Background: an optimization exercise with open tools, aiming at small area. Do not read the settings as production practice. In this exercise RTL edits were held to simulation tests only and were not proved equivalent to the original. In run 7 the design's own scripts or RTL, not TritonCTS, make the clock network. The clock port is modelled as an ideal driver, which makes a skipped or thinned clock tree look cheaper than it is; a real chip needs a root buffer or a tree. Power and IR drop assume default switching activity.

===== flow/run.sh =====
#!/bin/bash
# Standard synthesis, then its combinational logic re-mapped for area by ABC
# with a few scripts, keeping the smallest (flip-flops untouched), then the
# standard layout with CTS not adding dummy loads and the ports buffered with
# the smallest buffer. Each tool writes its own log here.
set -euo pipefail
R=orfs/results/sky130hd/rgb_mixer/base
bash standard.sh synth > synth.log 2>&1
mkdir -p remap
cp $R/1_2_yosys.v remap/in.v
ln -sf $FLOW_HOME/platforms/sky130hd/lib/sky130_fd_sc_hd__tt_025C_1v80.lib remap/lib.lib
scripts=(
  '&get,-n;&dch,-f;&nf,-R,1000;&put'
  'strash;dc2;&get,-n;&dch,-f;&nf,-R,1000;&put'
  '&get,-n;&deepsyn,-T,20;&dch,-f;&nf,-R,1000;&put'
  'strash;dc2;&get,-n;&deepsyn,-T,20;&dch,-f;&nf,-R,1000;&put'
)
best=""; besta=1e9
for i in "${!scripts[@]}"; do
  sed -e "s|ABC_SCRIPT|${scripts[$i]//&/\\&}|" -e "s|OUT_V|out$i.v|" flow/remap.ys > remap/remap$i.ys
  (cd remap && timeout 600 yosys -s remap$i.ys > remap$i.log 2>&1) || continue
  a=$(grep 'Chip area' remap/remap$i.log | tail -1 | awk '{print $NF}')
  n=$(grep -c 'sky130_fd_sc_hd__dfxtp' remap/out$i.v || true)
  echo "script $i area $a flops $n" >> remap/summary.log
  if [[ "$n" == "$(grep -c 'sky130_fd_sc_hd__dfxtp' remap/in.v)" ]] && python3 -c "import sys; sys.exit(0 if $a < $besta else 1)"; then
    best=$i; besta=$a
  fi
done
echo "best $best $besta" >> remap/summary.log
[[ -n "$best" ]]
cp remap/out$best.v $R/1_2_yosys.v
rm -f $R/1_synth.odb $R/1_synth.sdc
bash standard.sh \
  "CTS_ARGS=-sink_clustering_enable -repair_clock_nets -dont_use_dummy_load -buf_list sky130_fd_sc_hd__clkbuf_4" \
  "BUFFER_PORTS_ARGS=-buffer_cell sky130_fd_sc_hd__buf_1" finish > finish.log 2>&1

===== flow/remap.ys =====
# Re-map the combinational logic of the standard synthesis netlist for area.
# run.sh fills in ABC_SCRIPT and OUT_V.
# The flip-flops are kept as they are (same instances, names and cells).
read_liberty -ignore_miss_func lib.lib
read_verilog in.v
hierarchy -top rgb_mixer
setattr -mod -set keep_hierarchy 1 sky130_fd_sc_hd__dfxtp_1
flatten
delete t:$scopeinfo
opt_clean -purge
abc -liberty lib.lib -dont_use *lpflow* -dont_use *probe* -script +ABC_SCRIPT
opt_clean -purge
hilomap -singleton -hicell sky130_fd_sc_hd__conb_1 HI -locell sky130_fd_sc_hd__conb_1 LO
insbuf -buf sky130_fd_sc_hd__buf_4 A X
splitnets
opt_clean -purge
select rgb_mixer
stat -liberty lib.lib
write_verilog -noattr -nohex -nodec -selected OUT_V

===== standard.sh =====
#!/bin/bash
# synth_recipe.tcl (not shown) runs the flow's synth.tcl, then flattens the netlist and writes it again
# the make line also repeats each setting of config.mk as NAME=value (left out here)
make -C /OpenROAD-flow-scripts/flow DESIGN_CONFIG=/design/flow/config.mk WORK_HOME=/design/flow/orfs CLKGATE_MAP_FILE= SYNTH_SCRIPT=/design/flow/synth_recipe.tcl "${@:-finish}"

===== config.mk =====
export PLATFORM = sky130hd
export DESIGN_NAME = rgb_mixer
export DESIGN_NICKNAME = rgb_mixer
export VERILOG_FILES = /design/flow/design.v
export SDC_FILE = /design/flow/constraint.sdc
export NUM_CORES = 4
export LEC_CHECK = 0
export ABC_AREA = 1
export CAP_MARGIN = 20
export CORE_MARGIN = 2
export CORE_UTILIZATION = 60
export SLEW_MARGIN = 20

===== constraint.sdc =====
create_clock -name core_clock -period 10.0 [get_ports {clk}]
set_input_delay 2.0000 -clock core_clock [delete_from_list [all_inputs] [get_ports {clk}]]
set_output_delay 2.0000 -clock core_clock [all_outputs]
set_load 0.01 [all_outputs]

===== design.v =====
`default_nettype none
`timescale 1ns/1ns
module clkdivider (
    input wire clk,
    input wire rst,
    output wire st,
    output wire tick,
    output reg z,
    output wire cbit
    );
    reg [2:0] ph;
    reg [7:0] c;
    reg cy;
    assign st = (ph == 3'd0);
    assign tick = (ph == 3'd7);
    wire cin = st | cy;
    wire cb = z ? st : c[0];
    assign cbit = cb ^ cin;
    always @(posedge clk)
        c <= {cbit, c[7:1]};
    always @(posedge clk) begin
        if (rst) begin
            ph <= 3'd4;
            cy <= 1'b0;
            z <= 1'b1;
        end else begin
            ph <= ph + 1'b1;
            cy <= cin & cb;
            if (ph == 3'd3) z <= 1'b0;
        end
    end
endmodule
`default_nettype none
`timescale 1ns/1ns
module debounce (
    input wire clk,
    input wire en,
    input wire reset,
    input wire button,
    output reg debounced,
    output wire ch,
    output wire flip
    );
    reg f;
    reg [2:0] k;
    wire full = &k;
    wire m = button ^ debounced;    
    assign flip = f & full;
    assign ch = f & !full;
    wire mm = m ^ flip;             
    wire clr = reset | (en & (!mm | flip));
    wire inc = en & mm & !full;
    wire set0 = !reset & en & flip & mm;
    always @(posedge clk) begin
        debounced <= !reset & (debounced ^ (en & flip));
        f <= !reset & (en ? full & (f | m) : f);
        k[0] <= set0 | (!clr & (k[0] ^ inc));
        k[1] <= !clr & (k[1] ^ (inc & k[0]));
        k[2] <= !clr & (k[2] ^ (inc & k[0] & k[1]));
    end
endmodule
`default_nettype none
`timescale 1ns/1ns
module encoder (
    input wire a,
    input wire b,
    input wire ch_a,
    input wire ch_b,
    output wire step,
    output wire up
    );
    assign step = (ch_a ^ ch_b) & (a ^ b);
    assign up = ch_a;
endmodule
`default_nettype none
`timescale 1ns/1ns
module pwm (
    input wire clk,
    input wire reset,
    input wire st,
    input wire tick,
    input wire z,
    input wire cbit,
    input wire step,
    input wire up,
    input wire up_next,
    output wire out
    );
    reg [7:0] l;
    reg k, sat, lt, o;
    wire lb = l[0] & !z;
    wire kin = st ? (step & !sat) : k;
    wire nb = lb ^ kin;
    wire sin = st | sat;
    wire ltin = !st & lt;
    wire ltn = (cbit ^ nb) ? nb : ltin;
    always @(posedge clk) begin
        l <= {nb, l[7:1]};
        if (reset) begin
            k <= 1'b0;
            sat <= 1'b1;
            lt <= 1'b0;
            o <= 1'b0;
        end else begin
            k <= kin & (lb ~^ up);
            sat <= sin & (nb ~^ up_next);
            lt <= ltn;
            if (tick) o <= ltn;
        end
    end
    assign out = !reset & o;
endmodule
`default_nettype none
`timescale 1ns/1ns
module rgb_mixer (
    input clk,
    input reset,
    input enc0_a,
    input enc0_b,
    input enc1_a,
    input enc1_b,
    input enc2_a,
    input enc2_b,
    output pwm0_out,
    output pwm1_out,
    output pwm2_out
);
    wire st, tick, z, cbit;
    clkdivider clkdivider0(.clk(clk), .rst(reset), .st(st), .tick(tick), .z(z), .cbit(cbit));
    wire a0, b0, a0_ch, b0_ch, a0_flip, b0_flip;
    wire a1, b1, a1_ch, b1_ch, a1_flip, b1_flip;
    wire a2, b2, a2_ch, b2_ch, a2_flip, b2_flip;
    debounce debounce0_a(.clk(clk), .en(tick), .reset(reset), .button(enc0_a), .debounced(a0), .ch(a0_ch), .flip(a0_flip));
    debounce debounce0_b(.clk(clk), .en(tick), .reset(reset), .button(enc0_b), .debounced(b0), .ch(b0_ch), .flip(b0_flip));
    debounce debounce1_a(.clk(clk), .en(tick), .reset(reset), .button(enc1_a), .debounced(a1), .ch(a1_ch), .flip(a1_flip));
    debounce debounce1_b(.clk(clk), .en(tick), .reset(reset), .button(enc1_b), .debounced(b1), .ch(b1_ch), .flip(b1_flip));
    debounce debounce2_a(.clk(clk), .en(tick), .reset(reset), .button(enc2_a), .debounced(a2), .ch(a2_ch), .flip(a2_flip));
    debounce debounce2_b(.clk(clk), .en(tick), .reset(reset), .button(enc2_b), .debounced(b2), .ch(b2_ch), .flip(b2_flip));
    wire step0, up0, step1, up1, step2, up2;
    encoder encoder0(.a(a0), .b(b0), .ch_a(a0_ch), .ch_b(b0_ch), .step(step0), .up(up0));
    encoder encoder1(.a(a1), .b(b1), .ch_a(a1_ch), .ch_b(b1_ch), .step(step1), .up(up1));
    encoder encoder2(.a(a2), .b(b2), .ch_a(a2_ch), .ch_b(b2_ch), .step(step2), .up(up2));
    pwm pwm0(.clk(clk), .reset(reset), .st(st), .tick(tick), .z(z), .cbit(cbit), .step(step0), .up(up0), .up_next(a0_flip), .out(pwm0_out));
    pwm pwm1(.clk(clk), .reset(reset), .st(st), .tick(tick), .z(z), .cbit(cbit), .step(step1), .up(up1), .up_next(a1_flip), .out(pwm1_out));
    pwm pwm2(.clk(clk), .reset(reset), .st(st), .tick(tick), .z(z), .cbit(cbit), .step(step2), .up(up2), .up_next(a2_flip), .out(pwm2_out));
endmodule

==> results of run 1 <==
==> sequential cells by signal (all words and copies together) (netlist names), 3 cells and up <==
| signal | cells |
|---|---|
| debounce0_a.k | 3 |
| clkdivider0.ph | 3 |
| debounce1_a.k | 3 |
| debounce2_b.k | 3 |
| clkdivider0.c | 8 |
| debounce0_b.k | 3 |
| pwm2.l | 8 |
| pwm0.l | 8 |
| pwm1.l | 8 |
| debounce1_b.k | 3 |
| debounce2_a.k | 3 |
==> layer usage <==
metal  share of wire  track usage  vias up
li1                -            -      997
met1            0.48        0.239      883
met2            0.45        0.299       39
met3           0.052       0.0826        5
met4           0.012       0.0692        0
met5               0            0        -
==> worst max-delay path by stage <==
stage	slack, ns	cells after the start	endpoint
6_report	5.31	4	pwm1_out
5_1_grt	5.27	4	pwm1_out
3_3_place_gp	5.34	4	pwm1_out
3_5_place_dp	5.33	4	pwm1_out
2_1_floorplan	5.79	1	pwm0_out
4_1_cts	5.33	4	pwm1_out
==> cell usage in the layout (no fill, tap or decap), drive strengths merged, types with 3 or more instances in the layout <==
cell / instances
or3: 3
o21ai: 8
a2bb2oi: 3
clkbuf: 9
buf: 12
nor2: 43
nand2: 17
a21oi: 29
xnor2: 20
o31ai: 4
nor3: 11
dfxtp: 79
o21bai: 3
nand4: 3
nor2b: 9
a211o: 4
clkinv: 3
nand3: 11
a211oi: 8
a31oi: 5
==> power by group <==
part | switching (µW) | internal (µW) | total, µW
registers | 3.90 | 319 | 323
clock network | 86.4 | 41.9 | 128
logic | 12.3 | 7.05 | 19.4
total | 103 | 368 | 471
==> cell type report <==
type,count,area (µm²),area share
clock buffers,9,67.6,0.0237
flip-flops and latches,79,1580,0.556
repair buffers,12,52.6,0.0185
inverters,3,11.3,0.00396
well taps,52,65.1,0.0229
multi-input cells,190,1070,0.375
==> stage by stage <==
step	total power, µW	std cells	cell area (µm²)	hold WS, ns	utilization
global placement	350	336	2780	0.310	0.642
floorplan	342	272	2660	0.310	-
finish	471	345	2850	0.322	0.658
CTS	478	345	2850	0.325	0.658
global route	491	345	2850	0.326	0.658
detailed placement	350	336	2780	0.312	0.642
==> flow_summary.ini, run 1 <==
[run_status]
status = complete, no violations

[timing]
hold_violations = 0
grt_setup_unrepaired = no
slew_viol_final = 0
relSlewSlack = 0.376
setup-violations-final = 0
fin_skew_ns = 0.0272
min_period_over_period = 0.469
fin_ws_ns = 5.31
worst_pin_slew_ns = 0.932
period_minus_slack_ns = 4.69
fmax_ghz = 0.213
timing.setup.tns_ns = 0

[clock_network]
tritoncts = built
cts-root-buf = clkbuf_4
clock_latency_ns = 0.40
ctsHoldBuffers = 0
postCtsSetupRepairBufs = 0
clock-sinks = 79
clock_path_buffers = 2
htreeDepth = 3
ctsResizeCount = 0
clk_pin_slew_ns = 0.10
cts_buffers = 9

[global_routing]
grt_usage = 0.191
first_global_vias = 1715
overflow = 0
antenna_found_initial = 0
grt_first_pass_wirelength_mm = 7.34
grt_max_degree = 36

[routing]
dr.pass1.iters = 4
vias = 1924
finalWirelength_mm = 4.44
ant_nets = 0
drt_iter0_markers = 110
post-route-drc-count = 0
wl_per_cell_um = 12.9
vias_per_cell = 5.58

[min_path]
hold_start = pwm2.l[7]$_DFF_P_
min_to = pwm2.l[6]$_DFF_P_
hold_class = reg2reg
holdPathStages = 0

[placed_design]
hpwlAfterDp_mm = 2.92
gp_congestion = 0.754
port_buffers = 10
post-place-ws_ns = 5.33

[yosys]
synth.avg_cell_area_um2 = 9.78
synthesis.nets = 280
netlist_area_um2 = 2660
ys_warn_count = 3
syn_inst = 272

[setup_path]
slowest_delay_ns = 0.23
cpMaxStageDelayCell = buf_4
crit_top_cell = buf_1
crit_type = in2out
critPathBufInv = 3
cp_top_family = buffers and inverters
r2r-end = pwm2.o$_SDFFE_PP0P_
path_max_fanout = 35
rr_worst_depth = 10
crit_path_end_kind = primary output
cp_data_arrival_time_ns = 2.69
startpoint = reset
start_kind = input port
r2r_slack_ns = 7.61
worstReg2RegStart = clkdivider0.ph[0]$_SDFF_PP0_
cp_cell_sequence = buf_1 -> buf_4 -> nor2b_1 -> buf_1
cp.required_ns = 8.00

[die]
die_area_um2 = 4980
die_height_um = 70.6
boundaryPins = 11
core_area_um2 = 4320
die_w_um = 70.6
initial_utilization = 0.615
num_rows = 24

[finish]
area_growth_pct = 6.96
fillerInstances = 375
diodes = 0
final_nets = 303
layout-drive-gt1-share = 0.0375

[pwr]
leakage_uw = 0.000976
ir_drop_mv = 0.0969
power.density_nw_per_um2 = 166

[run]
cap_violations = 0
==> inputs of run 2 (changes only) <==
--- a/design.v
+++ b/design.v
@@ -53,7 +53,7 @@
     wire set0 = !reset & en & flip & mm;
     always @(posedge clk) begin
         debounced <= !reset & (debounced ^ (en & flip));
-        f <= !reset & (en ? full & (f | m) : f);
+        f <= (en & full & (f | m)) | (!en & f);
         k[0] <= set0 | (!clr & (k[0] ^ inc));
         k[1] <= !clr & (k[1] ^ (inc & k[0]));
         k[2] <= !clr & (k[2] ^ (inc & k[0] & k[1]));
@@ -96,16 +96,14 @@
     wire ltn = (cbit ^ nb) ? nb : ltin;
     always @(posedge clk) begin
         l <= {nb, l[7:1]};
+        sat <= sin & (nb ~^ up_next);
+        lt <= ltn;
         if (reset) begin
             k <= 1'b0;
-            sat <= 1'b1;
-            lt <= 1'b0;
             o <= 1'b0;
         end else begin
             k <= kin & (lb ~^ up);
-            sat <= sin & (nb ~^ up_next);
-            lt <= ltn;
-            if (tick) o <= ltn;
+            if (tick) o <= ltn & !z;
         end
     end
     assign out = !reset & o;
==> flow_summary.ini, run 2 <==
[run_status]
status = complete, no violations

[timing]
min_period_over_period = 0.462
fmax_ghz = 0.216
worst_pin_slew_ns = 0.941
hold_violations = 0
slew_viol_final = 0
period_minus_slack_ns = 4.62
timing.setup.tns_ns = 0
grt_setup_unrepaired = no
fin_skew_ns = 0.0315
relSlewSlack = 0.372
setup-violations-final = 0

[placed_design]
gp_congestion = 0.744
port_buffers = 10
placed_cell_area_um2 = 2730
hpwlAfterDp_mm = 2.95

[routing]
vias_per_cell = 5.54
wl_per_cell_um = 13.2
dr.pass1.iters = 4
vias = 1845
drt_iter0_markers = 65
ant_nets = 0
post-route-drc-count = 0
finalWirelength_mm = 4.38

[yosys]
ys_warn_count = 3
synthesis.nets = 269
netlist_area_um2 = 2620
syn_inst = 261
synth.avg_cell_area_um2 = 10.0

[clock_network]
tritoncts = built
ctsResizeCount = 0
clock_latency_ns = 0.41
cts_buffers = 9
clock-sinks = 79
clock_path_buffers = 2
cts-root-buf = clkbuf_4
htreeDepth = 3
clk_pin_slew_ns = 0.13
ctsHoldBuffers = 0
postCtsSetupRepairBufs = 0

[finish]
fillerInstances = 366
area_growth_pct = 6.77
layout.cells.most_common_list = dfxtp_1 (79), nor2_1 (42), a21oi_1 (20)
final_nets = 291
diodes = 0
layout-drive-gt1-share = 0.0356
finalInstanceArea_um2 = 2800
final_common_cell = dfxtp_1

[setup_path]
start_kind = input port
r2r-end = debounce1_b.k[0]$_DFF_P_
r2r_slack_ns = 7.64
cp.required_ns = 8.00
crit_path_end_kind = primary output
rr_worst_depth = 4
path_max_fanout = 24
cp_data_arrival_time_ns = 2.62
worstReg2RegStart = clkdivider0.ph[0]$_SDFF_PP0_
crit_type = in2out

[pwr]
ir_drop_mv = 0.105
leakage_uw = 0.000997
power.density_nw_per_um2 = 182
report.power.total_uw = 510

[die]
core_area_um2 = 4290
boundaryPins = 11
die_w_um = 70.1
die_area_um2 = 4920
initial_utilization = 0.611
num_rows = 24
die_height_um = 70.1

[global_routing]
first_global_vias = 1636
grt_usage = 0.195
antenna_found_initial = 0
grt_max_degree = 30
overflow = 0
grt_first_pass_wirelength_mm = 7.24

[min_path]
hold_class = reg2reg
hold_start = pwm1.l[5]$_DFF_P_
min_to = pwm1.l[4]$_DFF_P_
holdPathStages = 0

[run]
cap_violations = 0
==> run 2: cell count changes in the layout (fill, tap and decap cells not counted), moves of 4 or more <==
cell / change
a211o_1: -4
a211oi_1: -8
a21oi_1: -9
a31oi_1: +4
and2_0: +5
nand2_1: -5
nor3_1: -6
or3_1: +4
xnor2_1: -4
xor2_1: +8
==> run 2: worst max-delay path, stage by stage <==
cell and delay [ns]:
buf_1 0.07, buf_4 0.20, nor2b_1 0.18, buf_1 0.17
==> run 2: how the worst max path moves through the flow <==
stage	from	end	slack [ns]	cells after the start
CTS	reset	pwm1_out	5.37	4
floorplan	reset	pwm0_out	5.79	1
detailed placement	reset	pwm0_out	5.38	4
global placement	reset	pwm2_out	5.40	4
global route	reset	pwm0_out	5.30	4
finish	reset	pwm1_out	5.38	4
==> run 2: through the flow <==
stage	worst slack [ns]	hold slack [ns]	utilization	instances
after floorplan	5.79	0.310	-	261
after global placement	5.40	0.310	0.636	324
after detailed placement	5.38	0.312	0.636	324
after CTS	5.37	0.292	0.652	333
after global routing	5.30	0.294	0.652	333
final	5.38	0.297	0.652	333
==> run 2: cell type report <==
type	instances	area (µm²)	area share
well taps	52	65.1	0.0232
repair buffers	11	45.0	0.0161
clock buffers	9	67.6	0.0241
flip-flops and latches	79	1580	0.565
inverters	1	3.75	0.00134
multi-input cells	181	1040	0.370
==> run 2: where the power goes <==
part / internal, µW / leakage, µW / switching, µW / total, µW
clock network: 42.0 / 0.0000414 / 88.3 / 130
registers: 330 / 0.000641 / 10.7 / 340
logic: 17.1 / 0.000315 / 22.3 / 39.5
total: 389 / 0.000997 / 121 / 510
==> run 2: per-layer routing <==
layer,share of wire,up-vias,global-route usage
met2,0.46,34,0.303
li1,-,963,-
met4,0.014,0,0.0705
met3,0.041,6,0.0909
met5,0,-,0
met1,0.49,842,0.238
==> inputs of run 3 (changes only) <==
--- a/flow/run.sh
+++ b/flow/run.sh
@@ -2,7 +2,8 @@
 # Standard synthesis, then its combinational logic re-mapped for area by ABC
 # with a few scripts, keeping the smallest (flip-flops untouched), then the
 # standard layout with CTS not adding dummy loads and the ports buffered with
-# the smallest buffer. Each tool writes its own log here.
+# the smallest buffer; after CTS, clock buffers driving a clock pin with a slow
+# slew are upsized (clock_fix.tcl). Each tool writes its own log here.
 set -euo pipefail
 R=orfs/results/sky130hd/rgb_mixer/base
 bash standard.sh synth > synth.log 2>&1
@@ -30,6 +31,8 @@
 [[ -n "$best" ]]
 cp remap/out$best.v $R/1_2_yosys.v
 rm -f $R/1_synth.odb $R/1_synth.sdc
-bash standard.sh \
-  "CTS_ARGS=-sink_clustering_enable -repair_clock_nets -dont_use_dummy_load -buf_list sky130_fd_sc_hd__clkbuf_4" \
-  "BUFFER_PORTS_ARGS=-buffer_cell sky130_fd_sc_hd__buf_1" finish > finish.log 2>&1
+ARGS=("CTS_ARGS=-sink_clustering_enable -repair_clock_nets -dont_use_dummy_load -buf_list sky130_fd_sc_hd__clkbuf_4"
+      "BUFFER_PORTS_ARGS=-buffer_cell sky130_fd_sc_hd__buf_1")
+bash standard.sh "${ARGS[@]}" cts > cts.log 2>&1
+CF_DIR=$R CF_MAX_SLEW=0.105 openroad -no_init -exit flow/clock_fix.tcl > clock_fix.log 2>&1
+bash standard.sh "${ARGS[@]}" finish > finish.log 2>&1
==> flow/clock_fix.tcl (new file) <==
set R $::env(CF_DIR)
read_liberty $::env(FLOW_HOME)/platforms/sky130hd/lib/sky130_fd_sc_hd__tt_025C_1v80.lib
read_db $R/4_cts.odb
read_sdc $R/4_cts.sdc
source $::env(FLOW_HOME)/platforms/sky130hd/setRC.tcl
set_propagated_clock [all_clocks]
set limit $::env(CF_MAX_SLEW)
set bigger [dict create \
  sky130_fd_sc_hd__clkbuf_1 sky130_fd_sc_hd__clkbuf_2 \
  sky130_fd_sc_hd__clkbuf_2 sky130_fd_sc_hd__clkbuf_4 \
  sky130_fd_sc_hd__clkbuf_4 sky130_fd_sc_hd__clkbuf_8 \
  sky130_fd_sc_hd__clkbuf_8 sky130_fd_sc_hd__clkbuf_16]
for {set round 0} {$round < 4} {incr round} {
  estimate_parasitics -placement
  set worst 0
  set drivers {}
  foreach p [get_pins -hierarchical */CLK] {
    set s [get_property $p slew_max]
    if {$s > $worst} { set worst $s }
    if {$s > $limit} {
      set net [get_nets -of_objects $p]
      foreach d [get_pins -of_objects $net -filter "direction == output"] {
        set inst [get_cells -of_objects $d]
        set name [get_full_name $inst]
        if {[lsearch $drivers $name] < 0} { lappend drivers $name }
      }
    }
  }
  puts "round $round: worst clock pin slew $worst, drivers to upsize: $drivers"
  if {[llength $drivers] == 0} { break }
  set changed 0
  foreach name $drivers {
    set inst [get_cells $name]
    set master [get_property [get_lib_cells -of_objects $inst] name]
    set full [get_full_name [get_lib_cells -of_objects $inst]]
    set m [lindex [split $full /] end]
    if {[dict exists $bigger $m]} {
      puts "upsize $name $m -> [dict get $bigger $m]"
      replace_cell $inst [dict get $bigger $m]
      set changed 1
    }
  }
  if {!$changed} { break }
  detailed_placement
}
check_placement -verbose
estimate_parasitics -placement
report_worst_slack -max
report_worst_slack -min
write_db $R/4_1_cts.odb
write_db $R/4_cts.odb
write_sdc $R/4_cts.sdc
--- a/config.mk
+++ b/config.mk
@@ -8,5 +8,5 @@
 export ABC_AREA = 1
 export CAP_MARGIN = 20
 export CORE_MARGIN = 2
-export CORE_UTILIZATION = 60
+export CORE_UTILIZATION = 85
 export SLEW_MARGIN = 20
==> flow_summary.ini, run 3 <==
[die]
die_height_um = 59.5
boundaryPins = 11
core_area_um2 = 3000
die_w_um = 59.5
die_area_um2 = 3550
num_rows = 20
initial_utilization = 0.873

[routing]
wl_per_cell_um = 20.0
vias = 2091
finalWirelength_mm = 6.25
post-route-drc-count = 0
vias_per_cell = 6.68
dr.pass1.iters = 4
drt_iter0_markers = 171
ant_nets = 0

[finish]
final_common_cell = dfxtp_1
layout.cells.most_common_list = dfxtp_1 (79), nor2_1 (42), a21oi_1 (20)
fillerInstances = 105
final_nets = 290
layout-drive-gt1-share = 0.0321
multi_input_area_um2 = 1040
diodes = 0
area_growth_pct = 6.30
regArea_um2 = 1580
final_util = 0.928

[clock_network]
ctsHoldBuffers = 0
htreeDepth = 3
clock-sinks = 79
tritoncts = built
ctsResizeCount = 0
clock_path_buffers = 2
postCtsSetupRepairBufs = 0
cts_buffers = 9
clock_latency_ns = 0.43
cts-root-buf = clkbuf_4
clk_pin_slew_ns = 0.08

[timing]
relSlewSlack = 0.311
holdWs_ns = 0.332
fin_skew_ns = 0.0239
period_minus_slack_ns = 5.11
hold_violations = 0
grt_setup_unrepaired = no
min_period_over_period = 0.511
setup-violations-final = 0
worst_pin_slew_ns = 1.03
timing.setup.tns_ns = 0
fmax_ghz = 0.196
slew_viol_final = 0

[run_status]
status = complete, no violations

[setup_path]
crit_type = in2out
r2r_slack_ns = 7.56
path_max_fanout = 24
cp.required_ns = 8.00
start_kind = input port
crit_path_end_kind = primary output
cp_data_arrival_time_ns = 3.11

[global_routing]
antenna_found_initial = 0
grt_max_degree = 30
first_global_vias = 2075
grt_first_pass_wirelength_mm = 9.87
grt_usage = 0.397
overflow = 0

[yosys]
ys_warn_count = 3
netlist_area_um2 = 2620
synthesis.nets = 269
synth.avg_cell_area_um2 = 10.0
syn_inst = 261

[pwr]
report.power.total_uw = 534
leakage_uw = 0.00100
ir_drop_mv = 0.139
power.density_nw_per_um2 = 191

[placed_design]
hpwlAfterDp_mm = 3.95
port_buffers = 10
gp_congestion = 0.850

[run]
cap_violations = 0

[min_path]
hold_class = reg2reg
-- run 3: cell type report --
cell class,count,area share
clock buffer,9,0.0310
inverter,1,0.00135
multi-input combinational,181,0.372
sequential,79,0.567
tap,33,0.0148
timing repair buffer,10,0.0135
-- run 3: report_power, final --
part | internal [µW] | switching, µW | leakage [µW]
Sequential | 329 | 13.0 | 0.000641
Clock | 54.4 | 92.4 | 0.0000492
Combinational | 16.9 | 27.7 | 0.000310
-- run 3: worst paths after layout --
| check | end | startpoint | cells after the start |
|---|---|---|---|
| max | pwm2_out | reset | 3 |
| min | pwm0.l[4]$_DFF_P_ | pwm0.l[5]$_DFF_P_ | 0 |
| max reg2reg | pwm2.o$_SDFFE_PP0N_ | clkdivider0.ph[0]$_SDFF_PP0_ | 7 |
| min reg2reg | pwm0.l[4]$_DFF_P_ | pwm0.l[5]$_DFF_P_ | 0 |
-- run 3: through the flow --
stage	std cells	setup WS, ns	cell area (µm²)
2_1_floorplan	261	5.79	2620
4_1_cts	313	4.93	2770
3_5_place_dp	304	4.92	2700
5_1_grt	313	4.77	2790
3_3_place_gp	304	5.03	2700
6_report	313	4.89	2790
-- run 3: worst max-delay path, cell delays in order --
cell and delay (ns):
buf_1 0.74, nor2b_1 0.18, buf_1 0.18
-- run 3: layer usage --
metal,vias to the layer above,share of wire,GRT usage
li1,961,-,-
met1,994,0.36,0.419
met2,116,0.53,0.703
met3,20,0.078,0.135
met4,0,0.031,0.190
met5,-,0,0
==> inputs of run 4 (changes only) <==
--- a/config.mk
+++ b/config.mk
@@ -8,5 +8,5 @@
 export ABC_AREA = 1
 export CAP_MARGIN = 20
 export CORE_MARGIN = 2
-export CORE_UTILIZATION = 85
+export CORE_UTILIZATION = 60
 export SLEW_MARGIN = 20
==> flow_summary.ini, run 4 <==
[clock_network]
tritoncts = built
clock-sinks = 79
htreeDepth = 3
clock_latency_ns = 0.40
clk_pin_slew_ns = 0.09
clock_path_buffers = 2
ctsHoldBuffers = 0
ctsResizeCount = 0
cts-root-buf = clkbuf_4
postCtsSetupRepairBufs = 0
cts_buffers = 9

[setup_path]
cp_cell_sequence = buf_1 -> buf_4 -> nor2b_1 -> buf_1
crit_type = in2out
path_max_fanout = 24
start_kind = input port
crit_path_end_kind = primary output
critPathBufInv = 3
crit_top_cell = buf_1
cp_data_arrival_time_ns = 2.62
cp_top_family = buffers and inverters
cp.required_ns = 8.00
slowest_delay_ns = 0.20
cpMaxStageDelayCell = buf_4

[global_routing]
antenna_found_initial = 0
first_global_vias = 1640
overflow = 0
grt_usage = 0.194
grt_max_degree = 30
grt_first_pass_wirelength_mm = 7.23

[finish]
layout.cells.most_common_list = dfxtp_1 (79), nor2_1 (42), a21oi_1 (20)
layout-drive-gt1-share = 0.0356
final_nets = 291
area_growth_pct = 7.49
final_common_cell = dfxtp_1
diodes = 0

[routing]
vias_per_cell = 5.54
drt_iter0_markers = 65
wl_per_cell_um = 13.2
wl_met2_mm = 2.01
met1_length_mm = 2.16
vias = 1845
post-route-drc-count = 0
route.met3.wl_um = 155
ant_nets = 0
finalWirelength_mm = 4.38
highest-signal-layer = met4
dr.pass1.iters = 4

[die]
num_rows = 24
die_area_um2 = 4920
initial_utilization = 0.611
core_area_um2 = 4290
die_height_um = 70.1
die_w_um = 70.1
boundaryPins = 11

[min_path]
hold_class = reg2reg

[yosys]
syn_inst = 261
synthesis.nets = 269
netlist_area_um2 = 2620
synth.avg_cell_area_um2 = 10.0
ys_warn_count = 3

[placed_design]
port_buffers = 10
hpwlAfterDp_mm = 2.95
gp_congestion = 0.744

[timing]
hold_violations = 0
setup-violations-final = 0
min_period_over_period = 0.462
worst_pin_slew_ns = 0.941
period_minus_slack_ns = 4.62
holdWs_ns = 0.308
grt_setup_unrepaired = no
relSlewSlack = 0.373
timing.setup.tns_ns = 0
fmax_ghz = 0.216
slew_viol_final = 0
fin_skew_ns = 0.0277

[pwr]
power.density_nw_per_um2 = 186
leakage_uw = 0.00100
ir_drop_mv = 0.119

[run_status]
status = complete, no violations

[run]
cap_violations = 0
## run 4: final cells by class
cell class | instances | area [µm²]
sequential | 79 | 1580
fill | 363 | 1480
multi-input combinational | 181 | 1040
clock buffer | 9 | 86.3
tap | 52 | 65.1
timing repair buffer | 11 | 45.0
inverter | 1 | 3.75
## run 4: worst reg2reg max path, delay by kind of cell (launching register included)
kind	cells	cell delay [ns]
simple gates	2	1.25
compound gates	2	0.59
flops	1	0.42
## run 4: path summary, 6_finish.rpt
check	cells after the start	endpoint	start	slack, ns
max	4	pwm1_out	reset	5.38
min	0	pwm2.l[0]$_DFF_P_	pwm2.l[1]$_DFF_P_	0.31
max reg2reg	4	debounce1_b.k[0]$_DFF_P_	clkdivider0.ph[0]$_SDFF_PP0_	7.60
min reg2reg	0	pwm2.l[0]$_DFF_P_	pwm2.l[1]$_DFF_P_	0.31
## run 4: report_power, final
part	internal (µW)	switching, µW
Clock	54.6	89.7
Sequential	329	10.7
Combinational	17.1	22.4
## run 4: routing by layer
metal / GRT usage / vias to the layer above
li1: - / 960
met1: 0.238 / 851
met2: 0.303 / 28
met3: 0.0866 / 6
met4: 0.0705 / 0
met5: 0 / -
## run 4: stage by stage
stage               cells  worst slack [ns]  area [µm²]  power [µW]  utilization
global route          333              5.30        2820         549        0.656
finish                333              5.38        2820         524        0.656
floorplan             261              5.79        2620         375            -
detailed placement    324              5.38        2730         387        0.636
global placement      324              5.40        2730         386        0.636
CTS                   333              5.37        2800         516        0.652
==> inputs of run 5 (changes only) <==
--- a/config.mk
+++ b/config.mk
@@ -8,5 +8,5 @@
 export ABC_AREA = 1
 export CAP_MARGIN = 20
 export CORE_MARGIN = 2
-export CORE_UTILIZATION = 60
+export CORE_UTILIZATION = 75
 export SLEW_MARGIN = 20
==> flow_summary.ini, run 5 <==
[timing]
grt_setup_unrepaired = no
setup-violations-final = 0
fin_skew_ns = 0.0300
fmax_ghz = 0.199
timing.setup.tns_ns = 0
min_period_over_period = 0.502
slew_viol_final = 0
fin_ws_ns = 4.98
hold_violations = 0
period_minus_slack_ns = 5.02
relSlewSlack = 0.283
worst_pin_slew_ns = 1.07

[run]
cap_violations = 0

[global_routing]
overflow = 0
busiest_layer = met2
met1_usage = 0.303
grt_first_pass_wirelength_mm = 8.20
grt_usage = 0.273
use_met3 = 0.114
antenna_found_initial = 0
use_met2 = 0.460
grt_max_degree = 30
first_global_vias = 1890

[yosys]
ys_warn_count = 3
synth.avg_cell_area_um2 = 10.0
netlist_area_um2 = 2620
synthesis.nets = 269
syn_inst = 261

[die]
core_area_um2 = 3340
die_area_um2 = 3990
boundaryPins = 11
num_rows = 21
die_w_um = 63.1
die_height_um = 63.1
initial_utilization = 0.786

[clock_network]
cts-root-buf = clkbuf_4
postCtsSetupRepairBufs = 0
clock-sinks = 79
clk_pin_slew_ns = 0.10
clock_path_buffers = 2
tritoncts = built
cts_buffers = 9
htreeDepth = 3
clock_latency_ns = 0.41
ctsHoldBuffers = 0
ctsResizeCount = 0

[pwr]
power.density_nw_per_um2 = 186
ir_drop_mv = 0.144
leakage_uw = 0.000997
report.power.total_uw = 519

[finish]
final_common_cell = dfxtp_1
layout-drive-gt1-share = 0.0321
final_nets = 290
layout.cells.most_common_list = dfxtp_1 (79), nor2_1 (42), a21oi_1 (20)
diodes = 0
final_util = 0.838
area_growth_pct = 6.68

[placed_design]
gp_congestion = 0.805
hpwlAfterDp_mm = 3.29
post-place-ws_ns = 5.00
port_buffers = 10

[routing]
post-route-drc-count = 0
vias_per_cell = 6.00
vias = 1956
wl_per_cell_um = 15.2
dr.pass1.iters = 5
finalWirelength_mm = 4.95
drt_iter0_markers = 121
ant_nets = 0

[min_path]
hold_class = reg2reg

[setup_path]
cp_data_arrival_time_ns = 3.02
cp.required_ns = 8.00
crit_path_end_kind = primary output
start_kind = input port
crit_type = in2out
path_max_fanout = 24

[run_status]
status = complete, no violations
run 5: worst paths after layout:
kind	slack [ns]	to	cells after the start	start
hold / removal	0.32	pwm2.l[4]$_DFF_P_	0	pwm2.l[5]$_DFF_P_
setup reg to reg	7.60	debounce1_b.k[0]$_DFF_P_	4	clkdivider0.ph[0]$_SDFF_PP0_
hold reg to reg	0.32	pwm2.l[4]$_DFF_P_	0	pwm2.l[5]$_DFF_P_
setup / recovery	4.98	pwm0_out	3	reset
run 5: where the power goes:
group | total [µW] | leakage [µW] | internal (µW) | switching, µW
sequential | 341 | 0.000641 | 329 | 11.6
combinational | 40.3 | 0.000310 | 16.9 | 23.4
clock | 138 | 0.0000466 | 50.3 | 87.4
run 5: through the flow:
step | instances | hold slack (ns) | cell area [µm²]
6_report | 326 | 0.320 | 2800
5_1_grt | 326 | 0.323 | 2800
4_1_cts | 326 | 0.313 | 2790
3_5_place_dp | 317 | 0.314 | 2720
3_3_place_gp | 317 | 0.310 | 2720
2_1_floorplan | 261 | 0.310 | 2620
run 5: critical path, stage by stage:
cell and delay (ns):
buf_1 0.69, nor2b_1 0.15, buf_1 0.17
run 5: routing by layer:
layer | wire [µm] | part of all wire
met1 | 2180 | 0.44
met2 | 2530 | 0.51
met3 | 163 | 0.033
met4 | 72 | 0.015
met5 | 0 | 0
run 5: cell type report:
type                       count  area (µm²)
sequential                    79        1580
tap                           46        57.6
multi-input combinational    181        1040
timing repair buffer          10        37.5
clock buffer                   9        80.1
inverter                       1        3.75
fill                         207         539
==> inputs of run 6 (changes only) <==
--- a/flow/run.sh
+++ b/flow/run.sh
@@ -1,9 +1,11 @@
 #!/bin/bash
 # Standard synthesis, then its combinational logic re-mapped for area by ABC
 # with a few scripts, keeping the smallest (flip-flops untouched), then the
-# standard layout with CTS not adding dummy loads and the ports buffered with
-# the smallest buffer; after CTS, clock buffers driving a clock pin with a slow
-# slew are upsized (clock_fix.tcl). Each tool writes its own log here.
+# standard layout with the ports buffered with the smallest buffer, except
+# that the clock tree is made by ctree.tcl in place of ORFS's CTS: the clock
+# port drives four clock buffers, each driving a quarter of the flip-flops;
+# clock buffers driving a clock pin with a slow slew are then upsized
+# (clock_fix.tcl). Each tool writes its own log here.
 set -euo pipefail
 R=orfs/results/sky130hd/rgb_mixer/base
 bash standard.sh synth > synth.log 2>&1
@@ -31,8 +33,11 @@
 [[ -n "$best" ]]
 cp remap/out$best.v $R/1_2_yosys.v
 rm -f $R/1_synth.odb $R/1_synth.sdc
-ARGS=("CTS_ARGS=-sink_clustering_enable -repair_clock_nets -dont_use_dummy_load -buf_list sky130_fd_sc_hd__clkbuf_4"
-      "BUFFER_PORTS_ARGS=-buffer_cell sky130_fd_sc_hd__buf_1")
-bash standard.sh "${ARGS[@]}" cts > cts.log 2>&1
-CF_DIR=$R CF_MAX_SLEW=0.105 openroad -no_init -exit flow/clock_fix.tcl > clock_fix.log 2>&1
+ARGS=("BUFFER_PORTS_ARGS=-buffer_cell sky130_fd_sc_hd__buf_1")
+bash standard.sh "${ARGS[@]}" place > place.log 2>&1
+CT_K=4 CT_ROOT=none CT_LEAF=sky130_fd_sc_hd__clkbuf_8 \
+  CT_IN_ODB=$R/3_place.odb CT_IN_SDC=$R/3_place.sdc \
+  CT_OUT_ODB=$R/4_1_cts.odb CT_OUT_ODB2=$R/4_cts.odb CT_OUT_SDC=$R/4_cts.sdc \
+  openroad -no_init -exit flow/ctree.tcl > ctree.log 2>&1
+CF_DIR=$R CF_MAX_SLEW=0.110 openroad -no_init -exit flow/clock_fix.tcl > clock_fix.log 2>&1
 bash standard.sh "${ARGS[@]}" finish > finish.log 2>&1
==> flow/ctree.tcl (new file) <==
# Clock tree: the clock port drives one root clock buffer (CT_ROOT, or none:
# then the port drives the leaves) at the centre of the flip-flops; it drives
# CT_K leaf buffers (CT_LEAF), each
# at the centre of a cluster of about equal size (capacitated k-means on the
# placed flip-flops) and driving that cluster's clock pins.
read_liberty $::env(FLOW_HOME)/platforms/sky130hd/lib/sky130_fd_sc_hd__tt_025C_1v80.lib
read_db $::env(CT_IN_ODB)
read_sdc $::env(CT_IN_SDC)
source $::env(FLOW_HOME)/platforms/sky130hd/setRC.tcl
set K $::env(CT_K)
set block [ord::get_db_block]
set clknet [$block findNet clk]
set db [ord::get_db]
set sinks {}
foreach it [$clknet getITerms] {
  set inst [$it getInst]
  set box [$inst getBBox]
  set x [expr {([$box xMin] + [$box xMax]) / 2}]
  set y [expr {([$box yMin] + [$box yMax]) / 2}]
  lappend sinks [list $it $x $y]
}
set n [llength $sinks]
set cap [expr {int(ceil(double($n) / $K))}]
# seeds: sinks spread along a sort by x then y within strips
set sorted [lsort -integer -index 1 $sinks]
set cx {}; set cy {}
for {set k 0} {$k < $K} {incr k} {
  set s [lindex $sorted [expr {int(($k + 0.5) * $n / $K)}]]
  lappend cx [lindex $s 1]; lappend cy [lindex $s 2]
}
for {set iter 0} {$iter < 30} {incr iter} {
  # all sink-centre distances, assigned shortest first within capacity
  set pairs {}
  set i 0
  foreach s $sinks {
    for {set k 0} {$k < $K} {incr k} {
      set d [expr {abs([lindex $s 1] - [lindex $cx $k]) + abs([lindex $s 2] - [lindex $cy $k])}]
      lappend pairs [list $d $i $k]
    }
    incr i
  }
  set pairs [lsort -integer -index 0 $pairs]
  for {set k 0} {$k < $K} {incr k} { set cnt($k) 0; set ax($k) 0; set ay($k) 0 }
  array unset asg
  foreach p $pairs {
    lassign $p d i k
    if {[info exists asg($i)] || $cnt($k) >= $cap} continue
    set asg($i) $k
    incr cnt($k)
    set s [lindex $sinks $i]
    set ax($k) [expr {$ax($k) + [lindex $s 1]}]
    set ay($k) [expr {$ay($k) + [lindex $s 2]}]
  }
  for {set k 0} {$k < $K} {incr k} {
    if {$cnt($k) > 0} {
      lset cx $k [expr {$ax($k) / $cnt($k)}]
      lset cy $k [expr {$ay($k) / $cnt($k)}]
    }
  }
}
set leafm [$db findMaster $::env(CT_LEAF)]
if {$::env(CT_ROOT) eq "none"} {
  set rootnet $clknet
} else {
  set rootm [$db findMaster $::env(CT_ROOT)]
  set root [odb::dbInst_create $block $rootm clkbuf_root]
  set rootnet [odb::dbNet_create $block clknet_root]
  $rootnet setSigType CLOCK
  [$root findITerm A] connect $clknet
  [$root findITerm X] connect $rootnet
  set sx 0; set sy 0
  for {set k 0} {$k < $K} {incr k} { set sx [expr {$sx + [lindex $cx $k]}]; set sy [expr {$sy + [lindex $cy $k]}] }
  $root setLocation [expr {$sx / $K}] [expr {$sy / $K}]
  $root setPlacementStatus PLACED
}
for {set k 0} {$k < $K} {incr k} {
  set buf($k) [odb::dbInst_create $block $leafm clkbuf_leaf_$k]
  set net($k) [odb::dbNet_create $block clknet_leaf_$k]
  $net($k) setSigType CLOCK
  [$buf($k) findITerm A] connect $rootnet
  [$buf($k) findITerm X] connect $net($k)
  $buf($k) setLocation [lindex $cx $k] [lindex $cy $k]
  $buf($k) setPlacementStatus PLACED
  puts "cluster $k: $cnt($k) sinks"
}
set i 0
foreach s $sinks {
  set it [lindex $s 0]
  $it disconnect
  $it connect $net($asg($i))
  incr i
}
detailed_placement
check_placement -verbose
set_propagated_clock [all_clocks]
estimate_parasitics -placement
repair_timing -hold -hold_margin 0.05
detailed_placement
check_placement -verbose
estimate_parasitics -placement
report_clock_skew
report_worst_slack -max
report_worst_slack -min
set sl {}
foreach p [get_pins -hierarchical */CLK] { lappend sl [get_property $p slew_max] }
puts "max clk slew: [lindex [lsort -real $sl] end]"
write_db $::env(CT_OUT_ODB)
write_db $::env(CT_OUT_ODB2)
write_sdc $::env(CT_OUT_SDC)
--- a/config.mk
+++ b/config.mk
@@ -8,5 +8,5 @@
 export ABC_AREA = 1
 export CAP_MARGIN = 20
 export CORE_MARGIN = 2
-export CORE_UTILIZATION = 75
+export CORE_UTILIZATION = 90
 export SLEW_MARGIN = 20
==> flow_summary.ini, run 6 <==
[yosys]
synth.avg_cell_area_um2 = 10.0
syn_inst = 261
synthesis.nets = 269
netlist_area_um2 = 2620
ys_warn_count = 3

[die]
die_w_um = 58.0
die_height_um = 58.0
initial_utilization = 0.951
num_rows = 19

[run_status]
error_line = [ERROR GPL-0301] Utilization 103.597 % exceeds 100%.
failing_step = global placement without I/O
status = aborted with a tool error
==> inputs of run 7 (changes only) <==
--- a/config.mk
+++ b/config.mk
@@ -8,5 +8,5 @@
 export ABC_AREA = 1
 export CAP_MARGIN = 20
 export CORE_MARGIN = 2
-export CORE_UTILIZATION = 90
+export CORE_UTILIZATION = 85
 export SLEW_MARGIN = 20
==> flow_summary.ini, run 7 <==
[run_status]
status = complete, no violations

[setup_path]
critPathBufInv = 2
cpMaxStageDelayCell = buf_1
cp.required_ns = 8.00
cp_top_family = buffers and inverters
path_max_fanout = 24
crit_cells = 3
cp_data_arrival_time_ns = 3.12
rr_worst_depth = 7
startpoint = reset
crit_path_end_kind = primary output
start_kind = input port
worstReg2RegStart = clkdivider0.ph[0]$_SDFF_PP0_
slowest_delay_ns = 0.75
r2r_slack_ns = 7.58
r2r-end = pwm0.o$_SDFFE_PP0N_
crit_type = in2out
cp_cell_sequence = buf_1 -> nor2b_1 -> buf_1
crit_top_cell = buf_1

[global_routing]
first_global_vias = 2004
grt_max_degree = 30
overflow = 0
antenna_found_initial = 0
grt_usage = 0.347
grt_first_pass_wirelength_mm = 9.35

[routing]
route.met3.wl_um = 341
vias_per_cell = 6.63
vias = 2041
dr.pass1.iters = 4
drt_iter0_markers = 183
met1_length_mm = 2.18
ant_nets = 0
wl_met2_mm = 3.11
highest-signal-layer = met4
finalWirelength_mm = 5.82
post-route-drc-count = 0
wl_per_cell_um = 18.9

[die]
die_height_um = 59.5
initial_utilization = 0.873
die_w_um = 59.5
die_area_um2 = 3550
num_rows = 20
core_area_um2 = 3000
boundaryPins = 11

[timing]
grt_setup_unrepaired = no
worst_pin_slew_ns = 1.04
relSlewSlack = 0.306
min_period_over_period = 0.512
timing.setup.tns_ns = 0
slew_viol_final = 0
fmax_ghz = 0.195
setup-violations-final = 0
hold_violations = 0
fin_skew_ns = 0.0180
period_minus_slack_ns = 5.12

[yosys]
ys_warn_count = 3
synth.avg_cell_area_um2 = 10.0
syn_inst = 261
synthesis.nets = 269
netlist_area_um2 = 2620

[finish]
diodes = 0
layout.cells.most_common_list = dfxtp_1 (79), nor2_1 (42), a21oi_1 (20)
area_growth_pct = 5.53
fin_cells = 308
final_util = 0.922
layout-drive-gt1-share = 0.0145
final_common_cell = dfxtp_1
final_nets = 285

[placed_design]
hpwlAfterDp_mm = 3.95
port_buffers = 10
gp_congestion = 0.850
dpl.cell_count = 304

[min_path]
hold_class = reg2reg
holdPathStages = 0
min_to = pwm0.l[5]$_DFF_P_
hold_start = pwm0.l[6]$_DFF_P_

[pwr]
leakage_uw = 0.000985
power.density_nw_per_um2 = 183
ir_drop_mv = 0.178

[run]
cap_violations = 0

[clock_network]
clk_pin_slew_ns = 0.11
clock_latency_ns = 0.16
-- run 7: worst max-delay path by stage --
stage,end,slack [ns]
after detailed placement,pwm1_out,4.92
after global routing,pwm1_out,4.75
after global placement,pwm1_out,5.03
after floorplan,pwm0_out,5.79
final,pwm2_out,4.88
-- run 7: final cells by class --
| cell class | count | area, µm² |
|---|---|---|
| flip-flops and latches | 79 | 1580 |
| multi-input cells | 181 | 1040 |
| fillers | 114 | 235 |
| plain buffers | 4 | 66.3 |
| well taps | 33 | 41.3 |
| repair buffers | 10 | 37.5 |
| inverters | 1 | 3.75 |
-- run 7: layer usage --
metal / vias up / track usage
met4: 0 / 0.0921
li1: 943 / -
met2: 102 / 0.677
met5: - / 0
met3: 24 / 0.0306
met1: 972 / 0.401
-- run 7: power breakdown --
group	total (µW)	switching, µW	internal, µW
Clock	122	75.5	46.3
Combinational	42.7	25.8	16.9
Sequential	342	12.5	330
-- run 7: through the flow --
stage	area, µm²	hold slack, ns	total power [µW]	setup WS, ns
3_5_place_dp	2700	0.312	390	4.92
5_1_grt	2770	0.341	521	4.75
6_report	2770	0.331	506	4.88
3_3_place_gp	2700	0.310	384	5.03
2_1_floorplan	2620	0.310	375	5.79

==> port drivers added, routing unchanged <==
Ports are ideal in the flow. The routed layouts listed here were re-timed in OpenROAD.
Step 1 (the two cells are an assumption about what drives the block):
set clk [get_ports {clk}]
set_driving_cell -lib_cell sky130_fd_sc_hd__clkbuf_16 $clk
set_driving_cell -lib_cell sky130_fd_sc_hd__buf_2 [delete_from_list [all_inputs] $clk]
Step 2 times the ports against the registers' clock, not the clock port: input delays grow and output delays shrink by t, the midpoint of the rising clock arrivals with the driver on.
Slacks: ideal / step 1 / step 2; pairs: ideal / step 1.
| run | t (ns) | slack for setup (ns) | worst slew at a driven data input, ns |
|---|---|---|---|
| run 1 | 0.410 | 5.314 / 5.295 / 5.295 | 0.03 |
| run 2 | 0.417 | 5.377 / 5.358 / 5.358 | 0.03 |
| run 3 | 0.439 | 4.890 / 4.859 / 4.859 | 0.04 |
| run 4 | 0.409 | 5.378 / 5.358 / 5.358 | 0.03 |
| run 5 | 0.417 | 4.984 / 4.959 / 4.959 | 0.03 |
| run 7 | 0.213 | 4.877 / 4.844 / 4.844 | 0.03 |
After both steps every run listed still meets setup and hold. For run 7, which loses most, drivers alone change the setup slack by -0.033 ns; drivers and shift together by -0.033 ns.
